From an optimization exercise on the open Yosys and OpenROAD flow, aimed at small area and a short achievable clock period; shortcuts taken in it are not production practice. Only simulation tests tie the RTL to the original design; equivalence was not proved. Power figures rest on the tool's default switching activity, not on a simulated workload.

==> flow/design.v (outline; a module is shown in full before it is edited, if it fits) <==
// module abs_difference: 8 lines
// module SAD_4x8: 1106 lines
// module sad_fa: 4 lines
// module sad_ha: 4 lines
// module control: 28 lines
// module top_level: 165 lines
module top_level
#(parameter WIDTH = 8)
(
	input clk, rst, init, finish, ack,
	input [WIDTH-1:0]
		ori_0,
		ori_1,
		ori_2,
		ori_3,
		ori_4,
		ori_5,
		ori_6,
		ori_7,
		ori_8,
		ori_9,
		ori_10,
		ori_11,
		ori_12,
		ori_13,
		ori_14,
		ori_15,
		ori_16,
		ori_17,
		ori_18,
		ori_19,
		ori_20,
		ori_21,
		ori_22,
		ori_23,
		ori_24,
		ori_25,
		ori_26,
		ori_27,
		ori_28,
		ori_29,
		ori_30,
		ori_31,
		can_0,
		can_1,
		can_2,
		can_3,
		can_4,
		can_5,
		can_6,
		can_7,
		can_8,
		can_9,
		can_10,
		can_11,
		can_12,
		can_13,
		can_14,
		can_15,
		can_16,
		can_17,
		can_18,
		can_19,
		can_20,
		can_21,
		can_22,
		can_23,
		can_24,
		can_25,
		can_26,
		can_27,
		can_28,
		can_29,
		can_30,
		can_31,
	output done,
	output [WIDTH+4:0] out_sad
	);
  // ...
==> flow/flow/run.sh <==
#!/bin/bash
# The standard layout with two changes:
#  - the port buffers are buf_1 cells (buffer_ports otherwise picks the slow,
#    large clkdlybuf4s50_1); repair_design and repair_timing still resize them.
#  - synthesis maps the logic with abc_speed.script from this folder: the
#    standard script's delay mapping without its final buffering and sizing
#    passes, so the netlist starts small and the layout's repair_timing sizes
#    up only the paths that need it. Registers, flattening and renaming are
#    exactly as in the standard flow's synthesis (synth_recipe.tcl is used unchanged).
set -euo pipefail
export BUFFER_PORTS_ARGS="-buffer_cell sky130_fd_sc_hd__buf_1"
rm -rf scripts_abc
cp -r "$FLOW_HOME/scripts" scripts_abc
cp flow/abc_speed.script scripts_abc/abc_speed.script
export SCRIPTS_DIR="$PWD/scripts_abc"
bash standard.sh finish > standard.log 2>&1
==> flow/flow/abc_speed.script <==
strash
&get -n
&st
&dch
&nf
&put
==> flow/standard.sh <==
#!/bin/bash
# synth_recipe.tcl (not shown) runs the flow's synth.tcl, then flattens the netlist and writes it again
# the make line also repeats each setting of config.mk as NAME=value (left out here)
make -C /OpenROAD-flow-scripts/flow DESIGN_CONFIG=/design/flow/config.mk WORK_HOME=/design/flow/orfs CLKGATE_MAP_FILE= SYNTH_SCRIPT=/design/flow/synth_recipe.tcl "${@:-finish}"
==> flow/config.mk <==
export PLATFORM = sky130hd
export DESIGN_NAME = top_level
export DESIGN_NICKNAME = top_level
export VERILOG_FILES = /design/flow/design.v
export SDC_FILE = /design/flow/constraint.sdc
export NUM_CORES = 4
export LEC_CHECK = 0
export CAP_MARGIN = 20
export CORE_MARGIN = 2
export CORE_UTILIZATION = 40
export PLACE_DENSITY = 0.75
export SETUP_SLACK_MARGIN = 2.6
export SLEW_MARGIN = 20
export SYNTH_HIERARCHICAL = 1
export SYNTH_MINIMUM_KEEP_SIZE = 0
==> flow/constraint.sdc <==
create_clock -name core_clock -period 5.8 [get_ports {clk}]
set_input_delay 1.1600 -clock core_clock [delete_from_list [all_inputs] [get_ports {clk}]]
set_output_delay 1.1600 -clock core_clock [all_outputs]
set_load 0.01 [all_outputs]
==> run_results.csv, run 1 <==
group,metric,value,unit
finish,seqCellArea,0.00520,sq mm
cts,post_cts_buffers,0,
grt,top_usage_layer,"met2",
status,status,"finished clean",
critical_path,cp_max_fo,1,
power,top_power_group,"combinational cells",
grt,track_usage,0.212,
finish,nMultiInputCombCells,1768,
power,clockPowerShare,0.098,
power,pwr-share-seq,0.197,
power,p_clk,1870,uW
critical_path,crit_arrival,3.50,ns
route,drtPass1Iterations,4,
sta,hold_violations,0,
critical_path,slowest_delay,0.59,ns
route,drt_iter0_drc,558,
logic_synthesis,synth_nets,3474,
logic_synthesis,synth-seq-cells,259,
finish,antenna_cells,1,
die,initial_utilization,0.403,
power,p_leak,0.0112,uW
grt,grt_pass1_wl,99.6,mm
sta,setup_viol,0,
sta,min_period_over_period,0.529,
finish,regMostFlops,"b_SAD_4x8.ra",
==> inputs of run 2 (changes only) <==
--- a/flow/config.mk
+++ b/flow/config.mk
@@ -8,7 +8,7 @@
 export CAP_MARGIN = 20
 export CORE_MARGIN = 2
 export CORE_UTILIZATION = 40
-export PLACE_DENSITY = 0.75
+export GPL_ROUTABILITY_DRIVEN = 0
 export SETUP_SLACK_MARGIN = 2.6
 export SLEW_MARGIN = 20
 export SYNTH_HIERARCHICAL = 1
==> run 2 against run 1 <==
Still clean. Final cell count barely moved. Critical path depth increased by 4. Die area unchanged. Sequential share of layout area barely moved. Clock skew grew 0.00053 ns. Via count rose by 1.2%. Register-to-register slack gained 0.03 ns. Power decreased by 1.4%. Combinational power about the same. Largest cell class unchanged. Highest routed layer unchanged.
==> run_results.csv, run 2 <==
group,metric,value,unit
die,core,0.0588,sq mm
finish,final_cell_mix,"buf_1, clkinv_1, xnor2_1, fa_1, ha_1",
logic_synthesis,ys_warn_count,9,
critical_path,r2r_slack,2.76,ns
finish,antenna_cells,0,
route,wl_per_cell,17.6,microns
sta,worst_clock_skew,0.0150,ns
logic_synthesis,yosys.area.top_type,"fa_1",
route,viasPerCell,4.82,
finish,drive_gt1_frac,0.0371,
critical_path,crit_required,6.22,ns
logic_synthesis,async_flop_share,0.0116,
finish,regMostFlops,"b_SAD_4x8.ra",
sta,post-route-min-period,3.10,ns
critical_path,end_kind,"flop",
finish,nNetsFinal,4036,
cts,path_clk_slew,0.06,ns
sta,rsz0062_at_grt,"true",
cts,cts.sinks,259,
power,combPwrFrac,0.704,
critical_path,cp-endpoint,"b_SAD_4x8.ra[114]$_DFF_P_",
logic_synthesis,ys_seq_area_frac,0.219,
critical_path,crit_start,"ori_12[0]",
power,p_switching,8480,uW
logic_synthesis,synth_ff_type,"dfxtp_1",
placement,dp_hpwl,59.0,mm
die,io_pins,531,
cts,cts.path.max_buffers,3,
route,vias,18000,
die,num_rows,89,
finish,stdcell_count,3734,
logic_synthesis,synth_area_leaders,"fa_1, dfxtp_1, ha_1",
cts,insertion_delay,0.56,ns
placement,post_dp_cell_area,0.0270,sq mm
sta,tightest_slew,0.932,ns
sta,slew_viol_final,0,
grt,grt_pass1_vias,19100,
finish,n_fill_cell,5520,
logic_synthesis,synth_nets,3474,
critical_path,rr_worst_depth,5,
logic_synthesis,avgSynthCellArea,9.97,sq um
placement,portBuffers,530,
grt,grt_max_degree,28,
critical_path,worstReg2RegEnd,"b_SAD_4x8.rb[31]$_DFF_P_",
power,ir_worst_vdd,0.670,mV
critical_path,path_class,"in -> reg",
grt,grt_pass1_wl,101,mm
sta,fmax,0.323,GHz
min_path,holdCritPathClass,"in -> async",
power,clockPowerShare,0.099,
power,p_leak,0.0112,uW
die,die_x,248,microns
die,die_area,0.0613,sq mm
power,p_sw_frac,0.453,
finish,fin_area,0.0280,sq mm
route,drt_iter0_drc,607,
logic_synthesis,yosysMostFrequentCell,"clkinv_1",
cts,root_buffer,"clkbuf_16",
status,status,"finished clean",
critical_path,crit_arrival,3.52,ns
grt,track_usage,0.212,
finish,top_regs,"b_SAD_4x8.ra: 196 flops, b_SAD_4x8.rb: 45 flops, total: 13 flops",
critical_path,crit_path_start_kind,"primary input",
route,drcViolationCount,0,
placement,post-place-cells,3681,
finish,fin_util,0.475,
cts,numCtsBuffers,29,
logic_synthesis,syn_inst,2378,
sta,setup_viol,0,
logic_synthesis,synth-seq-cells,259,
die,initial_utilization,0.403,
power,power_density,669,mW/mm^2
grt,antenna_found_initial,0,
finish,syn_to_final_growth,17.8,%
route,drtPass1Iterations,5,
critical_path,r2r_start,"b_SAD_4x8.ra[123]$_DFF_P_",
logic_synthesis,synth_common_cells,"clkinv_1, xnor2_1, fa_1",
finish,final_common_cell,"buf_1",
cts,htree_levels,1,
grt,overflow,0,
logic_synthesis,syn_area,0.0237,sq mm
sta,fin_tns_setup,0,ns
logic_synthesis,synth-edff-count,0,
power,internal_power,10200,uW
route,ant_nets,0,
route,routed_wl,65.5,mm
job,drv_cap,0,
power,pwr-share-seq,0.197,
die,die_h,248,microns
sta,min_period_over_period,0.534,
finish,largest_reg_flops,196,
sta,hold_violations,0,
sta,relSlewSlack,0.377,
cts,cts_tree,"done",
logic_synthesis,synth_cell_type_count,29,
logic_synthesis,synth.top_cell.area_share,0.250,
critical_path,cp_max_fo,8,
==> run 2: per-module statistics from Yosys, one instance, submodules excluded <==
module | times used | cells inside | cell area [sq um]
top_level | 1 | 54 | 512
SAD_4x8 | 1 | 2033 | 17600
sad_ha | 15 | 1 | 12.5
sad_fa | 263 | 1 | 20.0
control | 1 | 13 | 125
==> run 2: worst max-delay path, cell delays in order <==
cell	delay [ns]
buf_1	0.14
ha_1	0.21
clkinv_1	0.09
fa_1	0.41
o21ai_1	0.22
a31oi_1	0.15
o21a_2	0.31
xnor2_1	0.33
fa_1	0.50
==> run 2: what timing repair did <==
item,in CTS,in global routing
cloned,0,0
buffers inserted,0,1
pin swaps,0,2
endpoints found under the setup margin,1,3
resized for setup,2,2
hold buffers,0,0
==> run 2: power by group through the flow <==
stage | combinational (uW) | clock, uW | sequential [uW]
final | 13200 | 1860 | 3690
after floorplan | 9140 | 0 | 3440
after global routing | 15100 | 1980 | 3800
after detailed placement | 13200 | 0 | 3750
after CTS | 13300 | 1910 | 3730
after global placement | 13000 | 0 | 3760
==> run 2: area by class of cell <==
class	instances	area [sq um]	share of cell area
tap	773	967	0.0346
inverter	351	1320	0.0471
clock buffer	41	851	0.0304
multi-input combinational	1768	17500	0.626
timing repair buffer	531	2000	0.0714
clock inverter	11	125	0.00448
sequential	259	5200	0.186
==> run 2: cells by family after synthesis <==
kind of cell               count (synthesis)  synth area share
AOI/OAI and AO/OA                        404             0.101
DFF                                      259             0.219
adders and majority gates                579             0.399
xor gates and xnor gates                 435             0.161
buffers and inverters                    351            0.0555
and+or+nand+nor                          350            0.0647
==> run 2: routing by layer <==
metal  global-route usage  wire (microns)
met1                0.277           29000
met2                0.391           33600
met3               0.0203            2230
met4               0.0238             685
met5                    0               0
==> run 2: stage by stage <==
stage          total power (uW)  hold slack [ns]  worst slack [ns]
2_1_floorplan             12600            0.386              2.61
3_3_place_gp              16800            0.454              2.17
3_5_place_dp              17000            0.463              2.14
4_1_cts                   19000            0.402              2.65
5_1_grt                   20900            0.414              2.57
6_report                  18700            0.435              2.70
==> run 2: how the worst min path moves through the flow <==
stage	start	endpoint	slack (ns)	cells after the start
2_1_floorplan	b_control.busy$_DFF_PP0_	en_1$_DFF_P_	0.39	0
3_5_place_dp	total[5]$_SDFFE_PP0P_	total[5]$_SDFFE_PP0P_	0.46	2
3_3_place_gp	b_SAD_4x8.ra[11]$_DFF_P_	b_SAD_4x8.rb[2]$_DFF_P_	0.45	1
5_1_grt	rst	b_control.wait_st$_DFF_PP0_	0.41	2
4_1_cts	rst	b_control.done_st$_DFF_PP0_	0.40	2
6_report	rst	b_control.done_st$_DFF_PP0_	0.43	2
==> inputs of run 3 (changes only) <==
==> flow/flow/abc_speed.script (replaced) <==
strash
&get -n
&st
&dch
&nf
&put
buffer -c
topo
stime -c
upsize -c
dnsize -c
--- a/flow/config.mk
+++ b/flow/config.mk
@@ -8,7 +8,6 @@
 export CAP_MARGIN = 20
 export CORE_MARGIN = 2
 export CORE_UTILIZATION = 40
-export GPL_ROUTABILITY_DRIVEN = 0
 export SETUP_SLACK_MARGIN = 2.6
 export SLEW_MARGIN = 20
 export SYNTH_HIERARCHICAL = 1
==> run 3 against run 2 <==
Register-to-register slack worse by 0.07 ns. Maximum frequency is 0.39% lower. Critical path type is now reg -> reg. Setup slack worse by 0.012 ns. Synthesized cell count increased by 0.80%. Non-clock buffer count grew 1. Combinational power up 5%. Wire length increased by 9.1%. Clock-buffer cell count down 3. Sequential share of layout area is essentially flat. Cell area grew 0.25%. Critical endpoint is now total[10]$_SDFFE_PP0P_.
==> run_results.csv, run 3 <==
group,metric,value,unit
status,status,"finished clean",
finish,antenna_cells,0,
finish,multi_input_area,0.0175,sq mm
die,io_pins,531,
logic_synthesis,synth_area_leaders,"fa_1, dfxtp_1, ha_1",
logic_synthesis,synth_nets,3493,
route,wl_per_cell,19.1,microns
sta,min_period_over_period,0.536,
route,routed_wl,71.5,mm
critical_path,crit_path_start_kind,"flop",
critical_path,end_kind,"flop",
logic_synthesis,synth_cell_type_count,37,
grt,grt_pass1_vias,19900,
sta,relSlewSlack,0.409,
power,p_leak,0.0125,uW
critical_path,slowest_stage,"fa_1",
grt,grt_pass1_wl,109,mm
route,drtPass1Iterations,5,
sta,slew_viol_final,0,
logic_synthesis,async_flop_share,0.0116,
critical_path,r2r_start,"b_SAD_4x8.rb[12]$_DFF_P_",
power,ir_worst_vdd,0.816,mV
finish,regMostFlops,"b_SAD_4x8.ra",
placement,dp_hpwl,64.3,mm
job,drv_cap,0,
finish,n_fill_cell,5700,
logic_synthesis,yosysMostFrequentCell,"inv_1",
logic_synthesis,synth-edff-count,0,
finish,fin_area,0.0280,sq mm
placement,portBuffers,530,
cts,cts_tree,"done",
critical_path,rr_worst_depth,12,
logic_synthesis,avgSynthCellArea,10.1,sq um
route,viasPerCell,4.85,
finish,final_common_cell,"buf_1",
critical_path,worstPathCellList,"fa_1 > fa_1 > ha_1 > a21oi_1 > o21ai_2 > buf_4 > buf_4 > a21bo_2 > a21oi_2 > xnor2_2 > nand3_1 > a21oi_1",
logic_synthesis,ys_warn_count,9,
sta,post-route-min-period,3.11,ns
min_path,holdCritPathClass,"in -> async",
cts,cts.path.max_buffers,3,
critical_path,crit_required,6.29,ns
finish,final_cell_mix,"buf_1, inv_1, xnor2_1, fa_1, ha_1",
finish,stdcell_count,3737,
critical_path,slowest_delay,0.55,ns
sta,hold_violations,0,
route,vias,18100,
placement,gp_congestion,0.942,
sta,tightest_slew,0.883,ns
critical_path,worstReg2RegEnd,"total[10]$_SDFFE_PP0P_",
die,num_rows,89,
die,initial_utilization,0.406,
logic_synthesis,synth_common_cells,"inv_1, xnor2_1, fa_1",
die,die_area,0.0622,sq mm
sta,fmax,0.322,GHz
grt,grt_max_degree,28,
finish,largest_reg_flops,196,
die,die_x,249,microns
logic_synthesis,synth.top_cell.area_share,0.246,
die,die_h,249,microns
logic_synthesis,yosys.area.top_type,"fa_1",
route,ant_nets,0,
critical_path,crit_arrival,3.60,ns
sta,setup_viol,0,
power,power_density,701,mW/mm^2
finish,drive_gt1_frac,0.0391,
grt,overflow,0,
cts,path_clk_slew,0.06,ns
logic_synthesis,ys_seq_area_frac,0.216,
logic_synthesis,syn_inst,2397,
finish,seqCellArea,0.00520,sq mm
sta,holdWs,0.435,ns
cts,root_buffer,"clkbuf_16",
cts,hold_buffers,0,
logic_synthesis,synth_ff_type,"dfxtp_1",
sta,worst_clock_skew,0.0296,ns
finish,nNetsFinal,4037,
critical_path,r2r_slack,2.69,ns
critical_path,crit_start,"b_SAD_4x8.rb[12]$_DFF_P_",
critical_path,path_class,"reg -> reg",
finish,top_regs,"b_SAD_4x8.ra: 196 flops, b_SAD_4x8.rb: 45 flops, total: 13 flops",
cts,htree_levels,1,
sta,rsz0062_at_grt,"true",
route,drcViolationCount,0,
grt,antenna_found_initial,5,
cts,cts.sinks,259,
route,drt_iter0_drc,724,
grt,track_usage,0.229,
logic_synthesis,synth-seq-cells,259,
placement,post_dp_cell_area,0.0269,sq mm
sta,fin_tns_setup,0,ns
die,core,0.0594,sq mm
cts,numCtsBuffers,29,
finish,syn_to_final_growth,16.2,%
logic_synthesis,syn_area,0.0241,sq mm
critical_path,cp_max_fo,4,
placement,post-place-cells,3681,
cts,insertion_delay,0.57,ns
## run 3: changes by cell type in the layout (fill, tap and decap cells not counted), moves of 8 or more
cell,previous run,this run
a21oi_4,1,13
xnor2_2,12,4
o21ai_1,22,34
xnor2_1,301,309
o21ba_1,13,0
clkinv_1,351,0
inv_1,0,351
o21ba_2,0,13
o21ai_0,38,22
## run 3: through the flow
stage,total power (uW),setup slack [ns],utilization
global placement,17200,2.16,0.453
finish,19700,2.69,0.472
detailed placement,17400,2.10,0.453
global route,21700,2.56,0.472
floorplan,12600,2.61,-
CTS,19500,2.62,0.470
## run 3: report_power, final
part | switching (uW) | internal (uW)
Sequential | 780 | 3010
Clock | 795 | 1140
Combinational | 7540 | 6390
Total | 9110 | 10500
## run 3: worst max-delay path by stage
stage,cells after the start,slack (ns),endpoint
2_1_floorplan,10,2.61,b_SAD_4x8.ra[28]$_DFF_P_
3_3_place_gp,10,2.16,b_SAD_4x8.ra[180]$_DFF_P_
3_5_place_dp,9,2.10,b_SAD_4x8.ra[28]$_DFF_P_
4_1_cts,10,2.62,total[12]$_SDFFE_PP0P_
5_1_grt,10,2.56,total[12]$_SDFFE_PP0P_
6_report,12,2.69,total[10]$_SDFFE_PP0P_
## run 3: kinds of logic after synthesis
family	after synthesis	share of synthesized area
buf+inv	370	0.0620
fa+ha+maj	579	0.393
xor+xnor	435	0.158
compound gates	404	0.108
flops	259	0.216
simple gates	350	0.0636
## run 3: cell type report
type | count | area share
Multi-Input combinational cell | 1768 | 0.625
Timing Repair Buffer | 532 | 0.0715
Tap cell | 773 | 0.0345
Clock buffer | 38 | 0.0292
Clock inverter | 16 | 0.00674
Sequential cell | 259 | 0.186
Inverter | 351 | 0.0470
## run 3: critical path: cells and delay by family (launching register included)
family	cells	cell delay (ns)
DFF	1	0.32
xor gates and xnor gates	1	0.15
AOI/OAI and AO/OA	5	0.90
and+or+nand+nor	1	0.12
adders and majority gates	3	1.30
buffers and inverters	2	0.27
## run 3: routing by layer
layer,vias to the layer above,routed length (microns),GRT usage
li1,8882,-,-
met1,8722,31000,0.293
met2,429,35600,0.407
met3,77,3200,0.0355
met4,6,1600,0.0494
met5,-,45,0
## run 3: Yosys stat by module, one instance, submodules excluded
module | flops+latches | cells | area, sq um
SAD_4x8 | 241 | 2048 | 18000
sad_ha | 0 | 1 | 12.5
sad_fa | 0 | 1 | 20.0
control | 3 | 13 | 136
top_level | 15 | 58 | 551
## run 3: timing repair
action                                  in CTS  in global routing
setup buffers                                1                  1
resized for setup                            1                 24
endpoints found under the setup margin       1                 30
pin swaps                                    3                  6
endpoints found under the hold margin        0                  0
==> inputs of run 4 (changes only) <==
==> flow/flow/abc_speed.script (replaced) <==
strash
&get -n
&st
&dch
&nf
&put
--- a/flow/config.mk
+++ b/flow/config.mk
@@ -8,7 +8,7 @@
 export CAP_MARGIN = 20
 export CORE_MARGIN = 2
 export CORE_UTILIZATION = 40
-export SETUP_SLACK_MARGIN = 2.6
+export SETUP_SLACK_MARGIN = 2.45
 export SLEW_MARGIN = 20
 export SYNTH_HIERARCHICAL = 1
 export SYNTH_MINIMUM_KEEP_SIZE = 0
==> run 4 against run 3 <==
Wire length decreased by 7.3%. Combinational power decreased by 5%. Via count decreased by 1.1%. Clock-buffer cell count increased by 4. Synthesized area decreased by 1.6%. Maximum frequency decreased by 4.0%. Synthesized cell count decreased by 0.79%. Power decreased by 4.6%. Final cell count decreased by 0.19%. Utilization decreased by 0.14 points. Non-clock buffer count decreased by 2. Hold slack got worse by 0.015 ns. Critical endpoint is now total[12]$_SDFFE_PP0P_.
==> run_results.csv, run 4 <==
group,metric,value,unit
status,status,"finished clean",
finish,syn_to_final_growth,16.7,%
logic_synthesis,async_flop_share,0.0116,
finish,n_fill_cell,5674,
cts,numCtsBuffers,29,
sta,worst_clock_skew,0.0246,ns
sta,fin_tns_setup,0,ns
cts,post_cts_buffers,0,
cts,root_buffer,"clkbuf_16",
job,drv_cap,0,
power,p_leak,0.0111,uW
logic_synthesis,synth_nets,3474,
route,drt_iter0_drc,753,
finish,antenna_cells,0,
logic_synthesis,synth_common_cells,"clkinv_1, xnor2_1, fa_1",
logic_synthesis,synth_area_leaders,"fa_1, dfxtp_1, ha_1",
finish,top_regs,"b_SAD_4x8.ra: 196 flops, b_SAD_4x8.rb: 45 flops, total: 13 flops",
die,core,0.0588,sq mm
placement,dp_hpwl,59.8,mm
die,die_x,248,microns
placement,place_ws,1.97,ns
sta,min_period_over_period,0.559,
logic_synthesis,avgSynthCellArea,9.97,sq um
route,viasPerCell,4.80,
logic_synthesis,yosys.area.top_type,"fa_1",
placement,gp_congestion,0.923,
sta,slew_viol_final,0,
route,ant_nets,0,
finish,regMostFlops,"b_SAD_4x8.ra",
critical_path,crit_top_cell,"fa_1",
finish,final_common_cell,"buf_1",
logic_synthesis,ys_warn_count,9,
grt,track_usage,0.214,
grt,grt_pass1_wl,101,mm
critical_path,crit_arrival,3.72,ns
cts,cts.path.max_buffers,3,
sta,tightest_slew,0.931,ns
finish,drive_gt1_frac,0.0196,
cts,htree_levels,1,
sta,hold_violations,0,
critical_path,crit_required,6.28,ns
min_path,holdCritPathClass,"in -> async",
logic_synthesis,synth.top_cell.area_share,0.250,
die,die_h,248,microns
sta,setup_viol,0,
sta,fmax,0.309,GHz
critical_path,worstPathCellList,"fa_1 > fa_1 > clkinv_1 > fa_1 > o21ai_2 > a41oi_1 > o31ai_1 > xor2_1 > nand3_1 > a21oi_1",
finish,largest_reg_flops,196,
critical_path,slowest_stage,"fa_1",
die,initial_utilization,0.403,
logic_synthesis,synth_cell_type_count,29,
route,routed_wl,66.3,mm
logic_synthesis,synth_ff_type,"dfxtp_1",
route,drtPass1Iterations,5,
finish,final_cell_mix,"buf_1, clkinv_1, xnor2_1, fa_1, ha_1",
cts,cts_tree,"done",
die,die_area,0.0613,sq mm
finish,nNetsFinal,4035,
grt,antenna_found_initial,1,
logic_synthesis,synth-edff-count,0,
grt,overflow,0,
route,drcViolationCount,0,
sta,relSlewSlack,0.377,
critical_path,end_kind,"flop",
logic_synthesis,ys_seq_area_frac,0.219,
logic_synthesis,synth-seq-cells,259,
logic_synthesis,syn_area,0.0237,sq mm
cts,insertion_delay,0.56,ns
logic_synthesis,syn_inst,2378,
finish,fin_util,0.471,
critical_path,crit_path_start_kind,"flop",
sta,rsz0062_at_grt,"false",
die,num_rows,89,
power,ir_worst_vdd,0.737,mV
power,power_density,677,mW/mm^2
logic_synthesis,yosysMostFrequentCell,"clkinv_1",
sta,worst_slack,2.56,ns
cts,cts.sinks,259,
cts,path_clk_slew,0.06,ns
placement,portBuffers,530,
critical_path,slowest_delay,0.52,ns
die,io_pins,531,
critical_path,path_class,"reg -> reg",
critical_path,cp_max_fo,3,
route,wl_per_cell,17.8,microns
grt,grt_max_degree,28,
sta,post-route-min-period,3.24,ns
grt,grt_pass1_vias,19000,
route,vias,17900,
run 4: cell families (layout without fill, tap and decap cells):
group | Yosys count | after routing | share of synthesized area
xor gates and xnor gates | 435 | 435 | 0.161
AOI/OAI and AO/OA | 404 | 404 | 0.101
buffers and inverters | 351 | 930 | 0.0555
and+or+nand+nor | 350 | 350 | 0.0647
adders and majority gates | 579 | 579 | 0.399
DFF | 259 | 259 | 0.219
run 4: Yosys stat by module, one instance, submodules excluded:
module | flops+latches | cells | cell area, sq um
SAD_4x8 | 241 | 2033 | 17600
control | 3 | 13 | 125
sad_fa | 0 | 1 | 20.0
sad_ha | 0 | 1 | 12.5
top_level | 15 | 54 | 512
run 4: layer usage:
layer / track usage / routed length (microns) / up-vias
li1: - / - / 8873
met1: 0.282 / 29400 / 8572
met2: 0.385 / 33200 / 396
met3: 0.0146 / 2240 / 67
met4: 0.0477 / 1370 / 0
met5: 0 / 0 / -
run 4: timing repair:
item | in CTS | in global routing
endpoints found under the setup margin | 1 | 21
gates resized for setup | 1 | 11
hold buffers | 0 | 0
pin swaps | 0 | 0
run 4: final cells by class:
type                    instances  area (sq um)  area share
multi-input cells            1768         17300       0.623
flip-flops and latches        259          5200       0.188
repair buffers                530          1990      0.0719
inverters                     351          1320      0.0476
well taps                     773           967      0.0350
clock buffers                  42           875      0.0316
clock inverters                 7          73.8     0.00267
run 4: worst max-delay path: cells and delay by family, from the launching register on:
family,cells,cell delay [ns]
buffers and inverters,1,0.09
DFF,1,0.39
xor gates and xnor gates,1,0.18
and+or+nand+nor,1,0.10
AOI/OAI and AO/OA,4,0.98
adders and majority gates,3,1.42
run 4: final timing paths:
path	slack, ns	cells after the start	start	to
max in group asynchronous	5.27	2	rst	b_control.busy$_DFF_PP0_
min	0.42	2	rst	b_control.wait_st$_DFF_PP0_
min in group core_clock	0.47	2	total[8]$_SDFFE_PP0P_	total[8]$_SDFFE_PP0P_
max reg2reg	2.56	10	b_SAD_4x8.rb[5]$_DFF_P_	total[12]$_SDFFE_PP0P_
max	2.56	10	b_SAD_4x8.rb[5]$_DFF_P_	total[12]$_SDFFE_PP0P_
min reg2reg	0.47	2	total[8]$_SDFFE_PP0P_	total[8]$_SDFFE_PP0P_
run 4: per-stage QoR:
step                area [sq um]  cells  hold WS, ns  total power, uW
finish                     27700   3730        0.421            18700
detailed placement         26700   3681        0.463            17100
floorplan                  23700   2378        0.386            12500
global route               27700   3730        0.420            20800
global placement           26700   3681        0.448            16900
CTS                        27700   3730        0.401            19000
run 4: power breakdown:
| part | internal, uW | switching [uW] |
|---|---|---|
| clock network | 1080 | 727 |
| logic | 6080 | 7170 |
| registers | 3010 | 682 |
==> inputs of run 5 (changes only) <==
--- a/flow/config.mk
+++ b/flow/config.mk
@@ -7,8 +7,9 @@
 export LEC_CHECK = 0
 export CAP_MARGIN = 20
 export CORE_MARGIN = 2
-export CORE_UTILIZATION = 40
-export SETUP_SLACK_MARGIN = 2.45
+export CORE_UTILIZATION = 50
+export PLACE_DENSITY = 0.8
+export SETUP_SLACK_MARGIN = 2.6
 export SLEW_MARGIN = 20
 export SYNTH_HIERARCHICAL = 1
 export SYNTH_MINIMUM_KEEP_SIZE = 0
==> run 5 against run 4 <==
Critical endpoint unchanged. Power grew 1.8%. Largest cell class unchanged. Setup slack gained 0.16 ns. Clock skew shrank 0.014 ns. Final cell count shrank 4.3%. Still clean. Sequential share of layout area shrank 0.087 points. First-iteration DRC count grew 14%.
==> run_results.csv, run 5 <==
group,metric,value,unit
status,status,"finished clean",
finish,fin_util,0.596,
critical_path,crit_required,6.26,ns
cts,path_clk_slew,0.06,ns
logic_synthesis,yosysMostFrequentCell,"clkinv_1",
grt,overflow,0,
die,die_area,0.0492,sq mm
logic_synthesis,ys_warn_count,9,
cts,cts.sinks,259,
finish,largest_reg_flops,196,
logic_synthesis,ys_seq_area_frac,0.219,
logic_synthesis,synth.top_cell.area_share,0.250,
route,vias,18000,
critical_path,path_class,"reg -> reg",
cts,numCtsBuffers,29,
min_path,hp-start,"b_control.busy$_DFF_PP0_",
job,drv_cap,0,
die,num_rows,79,
placement,gp_congestion,0.956,
placement,dp_hpwl,55.7,mm
logic_synthesis,yosys.area.top_type,"fa_1",
die,core,0.0467,sq mm
logic_synthesis,avgSynthCellArea,9.97,sq um
critical_path,r2r_start,"b_SAD_4x8.rb[5]$_DFF_P_",
cts,insertion_delay,0.54,ns
critical_path,r2r_slack,2.72,ns
finish,drive_gt1_frac,0.0388,
critical_path,cp_max_fo,3,
power,ir_worst_vdd,0.681,mV
finish,nNetsFinal,4036,
sta,fin_tns_setup,0,ns
placement,portBuffers,530,
sta,tightest_slew,0.998,ns
power,power_density,687,mW/mm^2
die,io_pins,531,
cts,cts.path.max_buffers,3,
sta,setup_viol,0,
logic_synthesis,synth_common_cells,"clkinv_1, xnor2_1, fa_1",
finish,syn_to_final_growth,17.2,%
logic_synthesis,syn_area,0.0237,sq mm
route,drt_iter0_drc,858,
logic_synthesis,syn_inst,2378,
logic_synthesis,synth_area_leaders,"fa_1, dfxtp_1, ha_1",
sta,rsz0062_at_grt,"true",
cts,htree_levels,1,
logic_synthesis,synth_cell_type_count,29,
logic_synthesis,synth-seq-cells,259,
die,die_h,222,microns
route,drcViolationCount,0,
finish,n_fill_cell,4020,
logic_synthesis,synth_nets,3474,
critical_path,crit_start,"b_SAD_4x8.rb[5]$_DFF_P_",
power,p_leak,0.0112,uW
critical_path,crit_arrival,3.54,ns
sta,slew_viol_final,0,
logic_synthesis,async_flop_share,0.0116,
placement,post-place-cells,3515,
cts,hold_buffers,0,
critical_path,crit_path_start_kind,"flop",
sta,worst_clock_skew,0.0111,ns
sta,relSlewSlack,0.333,
power,power,19100,uW
route,wl_per_cell,17.4,microns
cts,root_buffer,"clkbuf_16",
sta,hold_violations,0,
route,ant_nets,0,
logic_synthesis,synth-edff-count,0,
route,viasPerCell,5.04,
finish,regMostFlops,"b_SAD_4x8.ra",
sta,fmax,0.324,GHz
grt,grt_max_degree,28,
finish,stdcell_count,3570,
cts,cts_tree,"done",
logic_synthesis,synth_ff_type,"dfxtp_1",
die,die_x,222,microns
die,initial_utilization,0.508,
grt,antenna_found_initial,2,
sta,min_period_over_period,0.532,
finish,final_common_cell,"buf_1",
finish,final_cell_mix,"buf_1, clkinv_1, xnor2_1, fa_1, ha_1",
grt,track_usage,0.255,
grt,grt_pass1_vias,19200,
critical_path,end_kind,"flop",
min_path,holdCritPathClass,"reg -> reg",
sta,post-route-min-period,3.08,ns
route,routed_wl,62.0,mm
route,drtPass1Iterations,16,
finish,top_regs,"b_SAD_4x8.ra: 196 flops, b_SAD_4x8.rb: 45 flops, total: 13 flops",
grt,grt_pass1_wl,98.0,mm
-- run 5: cell counts after synthesis --
Identical to the previous run, type by type.
-- run 5: cell families after synthesis --
logic type	after synthesis	share of synthesized area
AOI/OAI and AO/OA	404	0.101
buffers and inverters	351	0.0555
adders and majority gates	579	0.399
and+or+nand+nor	350	0.0647
xor gates and xnor gates	435	0.161
DFF	259	0.219
-- run 5: critical path: stages, from the launching register on --
cell and delay [ns]:
dfxtp_1 0.37, fa_1 0.45, fa_1 0.54, clkinv_1 0.10, fa_1 0.46, o21ai_2 0.20
a41oi_2 0.19, o31ai_2 0.27, xor2_1 0.16, nand3_1 0.10, a21oi_1 0.18
-- run 5: power by group --
part | switching [uW] | leakage (uW) | internal [uW]
Sequential | 696 | 0.00219 | 3010
Combinational | 7220 | 0.00855 | 6220
Clock | 745 | 0.000498 | 1200
Total | 8660 | 0.0112 | 10400
-- run 5: stage by stage --
stage	setup slack (ns)	area [sq um]	hold slack, ns
floorplan	2.61	24000	0.386
global route	2.57	27800	0.443
CTS	2.63	27800	0.430
finish	2.72	27800	0.430
detailed placement	2.18	26700	0.418
global placement	2.22	26700	0.418
-- run 5: layout make-up --
class	instances	area, sq um	area share
Multi-Input combinational cell	1768	17500	0.629
Antenna cell	2	5.00	0.000180
Tap cell	607	759	0.0273
Clock inverter	17	224	0.00806
Inverter	351	1320	0.0474
Sequential cell	259	5200	0.187
Clock buffer	35	798	0.0287
Timing Repair Buffer	531	2000	0.0718
-- run 5: repair_timing --
| action | CTS | global route |
|---|---|---|
| setup buffers | 0 | 1 |
| resized for setup | 2 | 3 |
| setup endpoints to repair | 1 | 2 |
| pin swaps | 1 | 2 |
| hold endpoints to repair | 0 | 0 |
-- run 5: per-module statistics from Yosys, one instance, submodules excluded --
module / times used / area [sq um] / cells inside
sad_fa: 263 / 20.0 / 1
control: 1 / 125 / 13
top_level: 1 / 512 / 54
sad_ha: 15 / 12.5 / 1
SAD_4x8: 1 / 17600 / 2033
-- run 5: final timing paths --
| path | endpoint | cells after the start |
|---|---|---|
| worst max-delay path | total[12]$_SDFFE_PP0P_ | 10 |
| worst min-delay path | en_1$_DFF_P_ | 0 |
| worst max register to register | total[12]$_SDFFE_PP0P_ | 10 |
| worst min register to register | en_1$_DFF_P_ | 0 |
| max in group asynchronous | b_control.wait_st$_DFF_PP0_ | 2 |
| min in group asynchronous | b_control.busy$_DFF_PP0_ | 2 |
-- run 5: per-layer routing --
metal  part of all wire  track usage  vias to the layer above  wire length, microns
met3              0.047       0.0311                      111                  2920
met5                  0            0                        -                     0
li1                   -            -                     8900                     -
met4              0.033       0.0811                        0                  2080
met2               0.50        0.453                      519                 30800
met1               0.42        0.324                     8445                 26200

==> what the ideal ports hide <==
No port has a modelled driver above. Below, the same layouts with a new extraction and two added sets of constraints.
Step 1: set_driving_cell puts a clkbuf_16 on clk and a buf_2 on each other input, an assumption about the parent block.
Step 2 also shifts input and output timing later by t, the mid clock arrival at the registers, as if the neighbouring blocks saw the same clock.
Three values: ideal ports, drivers, drivers and shift; two values: the first two.
run | t, ns | slack for setup (ns) | clock arrival spread, ns
run 1 | 0.618 | 2.733 / 2.733 / 2.214 | 0.017 / 0.018
run 2 | 0.605 | 2.702 / 2.728 / 2.123 | 0.016 / 0.016
run 3 | 0.619 | 2.690 / 2.690 / 2.129 | 0.031 / 0.031
run 4 | 0.599 | 2.559 / 2.559 / 2.041 | 0.025 / 0.025
run 5 | 0.583 | 2.716 / 2.716 / 2.197 | 0.011 / 0.011
After both steps setup and hold are still met in every run listed. For run 2, which loses most, drivers alone change the setup slack by +0.026 ns; drivers and shift together by -0.579 ns.
